From an optimization exercise on the open Yosys and OpenROAD flow, aimed at a short achievable clock period and few clock cycles; shortcuts taken in it are not production practice. Only simulation tests tie the RTL to the original design; equivalence was not proved. Power figures rest on the tool's default switching activity, not on a simulated workload.

==> branch garnet <==
## sap1
module sap1 (
  input        clk,
  input        sw8,     
  input        prog,    
  input        sw4,     
  input  [3:0] sw_mar,  
  input  [7:0] sw_dat,  
  output [7:0] oval,    
  output       out_valid,  
  output       hlt,     
  output [7:0] memval   
);
clock: 5.5 ns
lec_check: 0
abc_clock_period_in_ps: 2000
cap_margin: 40
core_margin: 2
core_utilization: 30
setup_slack_margin: 3.0
slew_margin: 30
run.sh (not shown) runs the stock make flow with config.mk's settings and CLKGATE_MAP_FILE= SYNTH_SCRIPT=/design/flow/synth_recipe.tcl, a recipe that flattens the netlist after the stock synthesis.
==> inputs of branch maple, as changes to branch garnet <==
--- a/flow/design.v
+++ b/flow/design.v
@@ -29,24 +29,24 @@
     input integer j, m;
     begin
       cf = issta[j] & isrd[m] & (nf[j] == nf[m]);
     end
   endfunction
   wire t0 = ~isj[0];
   wire t1 = t0 & ~ishlt[0] & ~later[0] & ~isj[1] & ~(isalu[0] & isalu[1]) & ~(isout[0] & isout[1])
-               & ~(isout[0] & ishlt[1]) & ~cf(0, 1);
+               & ~(isout[0] & ishlt[1]) & ~(isalu[0] & isout[1]) & ~cf(0, 1);
   wire [2:0] isq = {t1, t0 & ~t1, ~t0};
   wire [2:0] jp = isq & {~ishlt[1] & ~later[1], ~ishlt[0] & ~later[0], 1'b1};
   assign d = {jp, t1, t0};
 endmodule
 module sap1_bd #(parameter I = 0) (
   input  [4*30-1:0] w,     
   input  [3:0]  pr,         
   input  [4:0]  s,          
-  output [33-1:0] d
+  output [49-1:0] d
 );
   function [15:0] oh;
     input integer v;
     begin
       oh = 16'd1 << (v % 16);
     end
   endfunction
@@ -89,15 +89,17 @@
         else
           nxt = oh(I + m);
         use4 = (4'b1111 >> (4 - m)) | ((jp[m] ? 4'd1 : 4'd0) << m)
              | (((jp[m] & isc[m] & ~pr[m]) ? 4'd1 : 4'd0) << (m + 1));
       end
     end
   end
-  assign d = {nxt, t1, t0, use4, c_en, c_jc, c_pred, c_alt, c_addr};
+  wire [15:0] used = (use4[0] ? oh(I) : 16'd0) | (use4[1] ? oh(I+1) : 16'd0)
+                   | (use4[2] ? oh(I+2) : 16'd0) | (use4[3] ? oh(I+3) : 16'd0);
+  assign d = {used, nxt, t1, t0, use4, c_en, c_jc, c_pred, c_alt, c_addr};
 endmodule
 module sap1_add8 (
   input  [7:0] x,
   input  [7:0] y,
   input        ci,
   output [7:0] s,
   output       co,
@@ -131,17 +133,17 @@
   assign s  = p ^ c[7:0];
   assign co = c[8];
   wire [7:0] need = {x[6:0] | y[6:0], ci};
   assign z = ~|(p ^ need);
 endmodule
 module sap1_f (
   input  [15:0]     s,
-  input  [33-1:0]  d,       
+  input  [49-1:0]  d,       
   input  [2*30-1:0] w,     
-  output [177-1:0]  b
+  output [193-1:0]  b
 );
   function [15:0] dec4;
     input [3:0] v;
     integer j;
     begin
       for (j = 0; j < 16; j = j + 1) dec4[j] = (v == j);
     end
@@ -168,19 +170,19 @@
       assign isld[k] = lda | ldi;
       assign tt[k] = t;
       assign sta[k] = st;
       assign stw[k] = st ? t : 16'd0;
       assign sl[k] = {stw[k], (lda | alu) ? t : 16'd0, nf, 14'd0, lda, ldi, alu, st, out, hl};
     end
   endgenerate
-  assign b = {isalu[0] ? tt[0] : isalu[1] ? tt[1] : 16'd0, isalu[1] & isld[0],
+  assign b = {d[48:33], isalu[0] ? tt[0] : isalu[1] ? tt[1] : 16'd0, isalu[1] & isld[0],
               s, d[14:11], |sub, d[10:0], stw[0] | stw[1], sl[1], sl[0]};
 endmodule
 module sap1_e1 (
-  input  [177-1:0] b,
+  input  [193-1:0] b,
   input  [127:0]   memf,      
   input            ev,        
   input  [31:0]    ews,       
   input  [7:0]     esrc,      
   input  [3:0]     efin,      
   input  [31:0]    pws,       
   output [23:0]    rd,        
@@ -233,16 +235,15 @@
   assign alu = |isalu;
   assign out = |iso;
   assign hlt = |ish;
   assign fsel = {alu & c_jc, alu & ~c_jc, ~alu & c_jc, ~alu & ~c_jc};
   wire [15:0] r1 = {start[14:0], start[15]};
   wire [15:0] r2 = {r1[14:0], r1[15]};
   wire [15:0] r3 = {r2[14:0], r2[15]};
-  assign used = (u4[0] ? start : 16'd0) | (u4[1] ? r1 : 16'd0) | (u4[2] ? r2 : 16'd0)
-              | (u4[3] ? r3 : 16'd0);
+  assign used = b[192:177];
   wire [3:0] sv [0:2];
   assign sv[0] = 4'b0001;
   generate
     for (k = 0; k < 2; k = k + 1) begin : sr
       assign sv[k+1] = isalu[k] ? 4'b1000 : (lda[k] | ldi[k]) ? (4'b0010 << k) : sv[k];
     end
   endgenerate
@@ -316,18 +317,20 @@
               (op == 4'd2) | (op == 4'd3), op == 4'd3, op == 4'd4, op == 4'd5, op == 4'd14,
               op == 4'd15, v[3:0]};
     end
   endfunction
   reg [7:0]   mem [0:15];
   reg [30-1:0] dw [0:15];   
   reg [4:0]   bs [0:15];     
-  reg [33-1:0] bd [0:15];   
+  reg [49-1:0] bd [0:15];   
   reg [15:0]  pc;            
   reg [15:0]  pcw_n;         
   reg         rsv_q;         
+  reg         rst_q;         
+  reg [49-1:0] bd0_q;       
   reg [15:0]  rs_q;          
   reg [15:0]  pred;          
   reg [7:0]   a;
   reg         cf, zf;
   reg [7:0]   oval_q;
   reg         outv_q;
   reg         hlt_q;
@@ -339,15 +342,15 @@
   reg [15:0]  pa_q;          
   reg [15:0]  lda_q;         
   reg [7:0]   ldd_q;
   reg [15:0]  sd;            
   reg [31:0]  pw;            
   reg [15:0]  pwm;           
   reg         bv1;
-  reg [177-1:0] b1;
+  reg [193-1:0] b1;
   reg         bv2;
   reg [15:0]  rr;            
   reg [7:0]   px, py;        
   reg [7:0]   e_src;
   reg [3:0]   e_fin, e_osel;
   reg [31:0]  e_ws;
   reg [15:0]  e_wm;
@@ -368,15 +371,15 @@
     for (i = 0; i < 16; i = i + 1) begin
       wv[i] = ({8{pw[2*i]}} & sd[7:0]) | ({8{pw[2*i+1]}} & sd[15:8]);
       if (lda_q[i]) wv[i] = ldd_q;
     end
   end
   generate
     for (gi = 0; gi < 16; gi = gi + 1) begin : dg
-      wire [33-1:0] d;
+      wire [49-1:0] d;
       wire [4:0] ds;
       sap1_bd1 #(.I(gi)) u1 (
         .w({dw[(gi+3)%16], dw[(gi+2)%16], dw[(gi+1)%16], dw[gi]}),
         .d(ds));
       sap1_bd #(.I(gi)) u (
         .w({dw[(gi+3)%16], dw[(gi+2)%16], dw[(gi+1)%16], dw[gi]}),
         .pr({pred[(gi+3)%16], pred[(gi+2)%16], pred[(gi+1)%16], pred[gi]}),
@@ -399,16 +402,16 @@
     integer q;
     begin
       pick4 = 8'd0;
       for (q = 0; q < 4; q = q + 1) pick4 = pick4 | ({8{s[q]}} & v[8*q +: 8]);
     end
   endfunction
   wire [7:0] a_n = pick4(e_fin, vals);
-  wire [7:0] ov  = pick4(e_osel, vals);
-  wire [15:0] sd_n = {pick4(e_src[4 +: 4], vals), pick4(e_src[0 +: 4], vals)};
+  wire [7:0] ov  = pick4(e_osel & 4'b0111, vals);    
+  wire [15:0] sd_n = {pick4(e_src[4 +: 4], vals), a};
   wire       flag = (fsel[3] & cf_n) | (fsel[2] & zf_n) | (fsel[1] & cf) | (fsel[0] & zf);
   wire       mis = run2 & e_c_en & (flag ^ e_c_pred);
   wire [23:0] n_rd;
   wire [17:0] n_rsel;
   wire [8:0]  n_xsel, n_ysel;
   wire [7:0]  n_src;
   wire [3:0]  n_fin, n_osel;
@@ -417,14 +420,36 @@
   wire [3:0]  n_fsel;
   wire        n_sub, n_alu, n_out, n_hlt, n_c_en, n_c_pred;
   sap1_e1 e1n (.b(b1), .memf(memq), .ev(run2f), .ews(e_ws), .esrc(e_src), .efin(e_fin), .pws(pw),
     .rd(n_rd), .rsel(n_rsel), .xsel(n_xsel), .ysel(n_ysel), .src(n_src), .fin(n_fin),
     .osel(n_osel), .ws(n_ws), .wm(n_wm), .fsel(n_fsel), .alt(n_alt), .caddr(n_caddr),
     .used(n_used), .sub(n_sub), .alu(n_alu), .out(n_out), .hlt(n_hlt), .c_en(n_c_en),
     .c_pred(n_c_pred));
+  wire [127:0] memf_ld;
+  generate
+    for (gi = 0; gi < 16; gi = gi + 1) begin : ml
+      assign memf_ld[8*gi +: 8] = lda_q[gi] ? ldd_q : mem[gi];
+    end
+  endgenerate
+  wire [23:0] r_rd;
+  wire [17:0] r_rsel;
+  wire [8:0]  r_xsel, r_ysel;
+  wire [7:0]  r_src;
+  wire [3:0]  r_fin, r_osel;
+  wire [31:0] r_ws;
+  wire [15:0] r_wm, r_alt, r_caddr, r_used;
+  wire [3:0]  r_fsel;
+  wire        r_sub, r_alu, r_out, r_hlt, r_c_en, r_c_pred;
+  sap1_e1 e1r (.b(rb), .memf(memf_ld), .ev(1'b0), .ews(32'd0), .esrc(8'd0), .efin(4'd0), .pws(32'd0),
+    .rd(r_rd), .rsel(r_rsel), .xsel(r_xsel), .ysel(r_ysel), .src(r_src), .fin(r_fin),
+    .osel(r_osel), .ws(r_ws), .wm(r_wm), .fsel(r_fsel), .alt(r_alt), .caddr(r_caddr),
+    .used(r_used), .sub(r_sub), .alu(r_alu), .out(r_out), .hlt(r_hlt), .c_en(r_c_en),
+    .c_pred(r_c_pred));
+  wire stale0 = loadw | |((wr_qqq | wr_qq | wr_q | lda_q) & bd0_q[48:33]);
+  wire fast = rst_q & ~stale0;
   wire stale1 = bv1 & ~mis_q & |((wr_qqq | wr_qq | wr_q | lda_q | pwm | (run2f ? e_wm : 16'd0)) & n_used);
   function [7:0] pick9;
     input [8:0]  s;
     input [31:0] v;
     input [15:0] p;
     input [23:0] r;
     integer q;
@@ -434,52 +459,56 @@
       for (q = 0; q < 2; q = q + 1) pick9 = pick9 | ({8{s[4+q]}} & p[8*q +: 8]);
       for (q = 0; q < 3; q = q + 1) pick9 = pick9 | ({8{s[6+q]}} & r[8*q +: 8]);
     end
   endfunction
   wire [15:0] n_rr = {pick9(n_rsel[9 +: 9], vals, sd, n_rd), pick9(n_rsel[0 +: 9], vals, sd, n_rd)};
   wire [7:0]  n_px = pick9(n_xsel, vals, sd, n_rd);
   wire [7:0]  n_py = pick9(n_ysel, vals, sd, n_rd) ^ {8{n_sub}};
-  reg  [33-1:0] fd, ad;
+  wire [15:0] r_rr = {pick9(r_rsel[9 +: 9], 32'd0, 16'd0, r_rd), pick9(r_rsel[0 +: 9], 32'd0, 16'd0, r_rd)};
+  wire [7:0]  r_px = pick9(r_xsel, 32'd0, 16'd0, r_rd);
+  wire [7:0]  r_py = pick9(r_ysel, 32'd0, 16'd0, r_rd) ^ {8{r_sub}};
+  reg  [49-1:0] fd, ad;
   reg  [2*30-1:0] fw, aw;
   always @* begin
-    fd = {33{1'b0}};
+    fd = {49{1'b0}};
     fw = {2*30{1'b0}};
-    ad = {33{1'b0}};
+    ad = {49{1'b0}};
     aw = {2*30{1'b0}};
     for (i = 0; i < 16; i = i + 1) begin
-      fd = fd | ({33{pc[i]}} & bd[i]);
+      fd = fd | ({49{pc[i]}} & bd[i]);
       fw = fw | ({2*30{~pcw_n[i]}} & {dw[(i+1)%16], dw[i]});
-      ad = ad | ({33{alt_q[i]}} & bd[i]);
+      ad = ad | ({49{alt_q[i]}} & bd[i]);
       aw = aw | ({2*30{alt_q[i]}} & {dw[(i+1)%16], dw[i]});
     end
   end
-  wire [177-1:0] fb, ab, rb;
+  wire [193-1:0] fb, ab, rb;
   sap1_f fn (.s(pc), .d(fd), .w(fw), .b(fb));
   sap1_f fa (.s(alt_q), .d(ad), .w(aw), .b(ab));
-  sap1_f f0 (.s(16'd1), .d(bd[0]), .w({dw[1], dw[0]}), .b(rb));
+  sap1_f f0 (.s(16'd1), .d(bd0_q), .w({dw[1], dw[0]}), .b(rb));
   always @(posedge clk) begin
     memval_q <= mem[sw_mar];
     if (lda_q[sw_mar] | (pw[2*sw_mar +: 2] != 2'd0)) memval_q <= wv[sw_mar];
     lda_q <= loadw ? dec4(sw_mar) : 16'd0;
     ldd_q <= sw_dat;
     wr_q  <= lda_q | pwm;
     wr_qq <= wr_q;
     wr_qqq <= wr_qq;
-    for (i = 0; i < 16; i = i + 1)
-      if (lda_q[i] | pwm[i]) begin
-        mem[i] <= wv[i];
-        dw[i]  <= wdec(wv[i]);
-      end
+    for (i = 0; i < 16; i = i + 1) begin
+      if (lda_q[i] | pwm[i]) mem[i] <= wv[i];
+      dw[i] <= wdec((lda_q[i] | pwm[i]) ? wv[i] : mem[i]);
+    end
     if (pu_q) pred <= (pred & ~pa_q) | (pa_q & {16{pf_q}});
     if (sw8) pred <= 16'd0;
     pu_q <= run2 & e_c_en;
     pf_q <= flag;
     pa_q <= e_caddr;
     mis_q <= ~sw8 & mis;
-    alt_q <= e_alt;
+    alt_q <= sw8 ? bd[0][32:17] : e_alt;
+    bd0_q <= bd[0];
+    rst_q <= sw8;
     sd <= sd_n;
     pw <= run2 ? e_ws : 32'd0;
     pwm <= run2 ? e_wm : 16'd0;
   end
   always @(posedge clk) begin
     if (sw8) begin
       a <= 8'd0; cf <= 1'b0; zf <= 1'b0;
@@ -491,34 +520,39 @@
         if (e_alu) begin cf <= cf_n; zf <= zf_n; end
         if (e_out) oval_q <= ov;
         if (e_hlt) hlt_q <= 1'b1;
       end
     end
   end
   always @(posedge clk) begin
-    rs_q <= b1[159:144];
+    rs_q <= sw8 ? 16'd1 : b1[159:144];
     if (sw8) begin
-      bv2 <= 1'b0;
-      bv1 <= 1'b1;
-      rsv_q <= 1'b0;
-      pc  <= bd[0][32:17];
-      pcw_n <= ~bd[0][32:17];
-      b1  <= rb;
+      bv2 <= fast;
+      bv1 <= fast;
+      rsv_q <= ~fast;
     end else begin
       bv2 <= bv1 & ~mis_q & ~stale1;
       bv1 <= mis_q | (~stale1 & ~rsv_q);
       rsv_q <= stale1;
-      pc  <= mis_q ? ad[32:17] : rsv_q ? rs_q : fd[32:17];
-      pcw_n <= ~(mis_q ? ad[32:17] : rsv_q ? rs_q : fd[32:17]);
-      b1  <= mis_q ? ab : fb;
-    end
-    rr <= n_rr; px <= n_px; py <= n_py;
-    e_src <= n_src; e_fin <= n_fin; e_osel <= n_osel; e_ws <= n_ws; e_wm <= n_wm; fsel <= n_fsel;
-    e_alt <= n_alt; e_caddr <= n_caddr;
-    e_sub <= n_sub; e_alu <= n_alu; e_out <= n_out; e_hlt <= n_hlt;
-    e_c_en <= n_c_en; e_c_pred <= n_c_pred;
+    end
+    pc  <= (mis_q | sw8) ? ad[32:17] : rsv_q ? rs_q : fd[32:17];
+    pcw_n <= ~((mis_q | sw8) ? ad[32:17] : rsv_q ? rs_q : fd[32:17]);
+    b1  <= (mis_q | sw8) ? ab : fb;
+    if (sw8) begin
+      rr <= r_rr; px <= r_px; py <= r_py;
+      e_src <= r_src; e_fin <= r_fin; e_osel <= r_osel; e_ws <= r_ws; e_wm <= r_wm; fsel <= r_fsel;
+      e_alt <= r_alt; e_caddr <= r_caddr;
+      e_sub <= r_sub; e_alu <= r_alu; e_out <= r_out; e_hlt <= r_hlt;
+      e_c_en <= r_c_en; e_c_pred <= r_c_pred;
+    end else begin
+      rr <= n_rr; px <= n_px; py <= n_py;
+      e_src <= n_src; e_fin <= n_fin; e_osel <= n_osel; e_ws <= n_ws; e_wm <= n_wm; fsel <= n_fsel;
+      e_alt <= n_alt; e_caddr <= n_caddr;
+      e_sub <= n_sub; e_alu <= n_alu; e_out <= n_out; e_hlt <= n_hlt;
+      e_c_en <= n_c_en; e_c_pred <= n_c_pred;
+    end
   end
   assign oval = oval_q;
   assign out_valid = outv_q;
   assign hlt = hlt_q;
   assign memval = memval_q;
 endmodule
Settings changed: CAP_MARGIN 40 to 25, SLEW_MARGIN 30 to 20.
==> inputs of branch amber, as changes to branch garnet <==
--- a/flow/design.v
+++ b/flow/design.v
@@ -29,15 +29,15 @@
     input integer j, m;
     begin
       cf = issta[j] & isrd[m] & (nf[j] == nf[m]);
     end
   endfunction
   wire t0 = ~isj[0];
   wire t1 = t0 & ~ishlt[0] & ~later[0] & ~isj[1] & ~(isalu[0] & isalu[1]) & ~(isout[0] & isout[1])
-               & ~(isout[0] & ishlt[1]) & ~cf(0, 1);
+               & ~(isout[0] & ishlt[1]) & ~(isalu[0] & isout[1]) & ~cf(0, 1);
   wire [2:0] isq = {t1, t0 & ~t1, ~t0};
   wire [2:0] jp = isq & {~ishlt[1] & ~later[1], ~ishlt[0] & ~later[0], 1'b1};
   assign d = {jp, t1, t0};
 endmodule
 module sap1_bd #(parameter I = 0) (
   input  [4*30-1:0] w,     
   input  [3:0]  pr,         
@@ -399,16 +399,16 @@
     integer q;
     begin
       pick4 = 8'd0;
       for (q = 0; q < 4; q = q + 1) pick4 = pick4 | ({8{s[q]}} & v[8*q +: 8]);
     end
   endfunction
   wire [7:0] a_n = pick4(e_fin, vals);
-  wire [7:0] ov  = pick4(e_osel, vals);
-  wire [15:0] sd_n = {pick4(e_src[4 +: 4], vals), pick4(e_src[0 +: 4], vals)};
+  wire [7:0] ov  = pick4(e_osel & 4'b0111, vals);    
+  wire [15:0] sd_n = {pick4(e_src[4 +: 4], vals), a};
   wire       flag = (fsel[3] & cf_n) | (fsel[2] & zf_n) | (fsel[1] & cf) | (fsel[0] & zf);
   wire       mis = run2 & e_c_en & (flag ^ e_c_pred);
   wire [23:0] n_rd;
   wire [17:0] n_rsel;
   wire [8:0]  n_xsel, n_ysel;
   wire [7:0]  n_src;
   wire [3:0]  n_fin, n_osel;
Settings changed: CAP_MARGIN 40 to 25, SLEW_MARGIN 30 to 20.
==> notes <==
- Critical path depth: branch amber > branch garnet > branch maple.
- Wire length: branch amber < branch garnet < branch maple.
- Against branch amber, the total power of branch maple is smaller by 19%.
- Of branch garnet and branch maple, branch garnet has the higher final area (gap about 0.9%, measured against branch maple).
- Against branch amber, the sequential share of layout area of branch garnet is lower by 0.53 points.
- Hold slack, lowest first: branch amber, branch maple, branch garnet.
- In branch maple the register-to-register slack is worse than in branch garnet, by 0.12 ns.
- The lowest synthesized cell count belongs to branch garnet, the highest to branch maple.
- Die area: branch maple is higher than branch amber (about 0.34%).
- Sequential power: branch amber > branch garnet > branch maple.
==> figures <==
quantity                                                                  branch amber   branch garnet    branch maple
Switching power                                                              0.01725 W       0.01608 W       0.01223 W
Power density over the cells                                              400.6 nW/µm²    379.2 nW/µm²    321.0 nW/µm²
Clock Skew                                                                   0.1082 ns      0.08624 ns       0.1190 ns
Combinational share of power                                                     29.9%           29.0%           18.9%
Worst-case register-to-register setup slack                                    2.69 ns         2.70 ns         2.59 ns
Final-layout fill cell count                                                    28.59k          28.44k          29.40k
Worst setup path endpoint                                                py[6]$_DFF_P_   px[0]$_DFF_P_   px[4]$_DFF_P_
Status                                                                  finished clean  finished clean  finished clean
Clock-pin slew of the registers on the worst-case setup and hold paths         0.06 ns         0.07 ns         0.07 ns
Initial Utilization                                                             30.19%          30.10%          30.09%
Count of clock tree sinks                                                         1678            1679            1706
Clock network share of area                                                     6.192%          5.956%          6.190%
Static Leakage                                                                39.48 nW        40.00 nW        38.68 nW
Met1 GRT Util                                                                   56.04%          54.34%          55.38%
Clock buffers created by TritonCTS                                                 193             192             194
Final hold slack                                                             0.2931 ns       0.3131 ns       0.3122 ns
First-pass GRT wire length                                                   923200 µm       921300 µm       983300 µm
Compound-gate portion of the synthesized area                                   30.35%          30.86%          32.59%
P_clk                                                                         0.0140 W        0.0136 W        0.0142 W
Post-route cell area                                                        108000 µm²      109800 µm²      108800 µm²
XOR/XNOR share of the synthesized area                                         0.8326%         0.7486%         0.7286%
Count of inverters not on the clock network in the layout                          282             337             521
Testbench counts of branch garnet, summed over its fixed seeds: cycles 8,794.
Testbench counts of branch maple, summed over its fixed seeds: cycles 8,666.
Testbench counts of branch amber, summed over its fixed seeds: cycles 8,794.

[re-timing with driven ports]
The flow's constraints put no driver on any port. The routed layouts listed below were extracted and timed again, unchanged, in two steps.
Step 1 (the two cells are an assumption about what drives the block):
set clk [get_ports {clk}]
set_driving_cell -lib_cell sky130_fd_sc_hd__clkbuf_16 $clk
set_driving_cell -lib_cell sky130_fd_sc_hd__buf_2 [delete_from_list [all_inputs] $clk]
Step 2 also shifts input and output timing later by t, the mid clock arrival at the registers, as if the neighbouring blocks saw the same clock.
Slacks: ideal / step 1 / step 2; pairs: ideal / step 1.
| run | shift t [ns] | slack for setup (ns) | hold slack, ns | worst slew at a driven data input, ns | cell pins on the clock port's net |
|---|---|---|---|---|---|
| branch garnet | 1.054 | 2.703 / 2.703 / 1.927 | 0.313 / 0.313 / 0.313 | 0.17 | 1 |
| branch maple | 1.042 | 2.586 / 2.586 / 1.855 | 0.312 / 0.312 / 0.312 | 0.14 | 1 |
| branch amber | 1.044 | 2.693 / 2.693 / 1.933 | 0.293 / 0.293 / 0.293 | 0.08 | 1 |
After both steps every run listed still meets setup and hold. For branch garnet, which loses most, drivers alone change the setup slack by 0.000 ns; drivers and shift together by -0.776 ns.
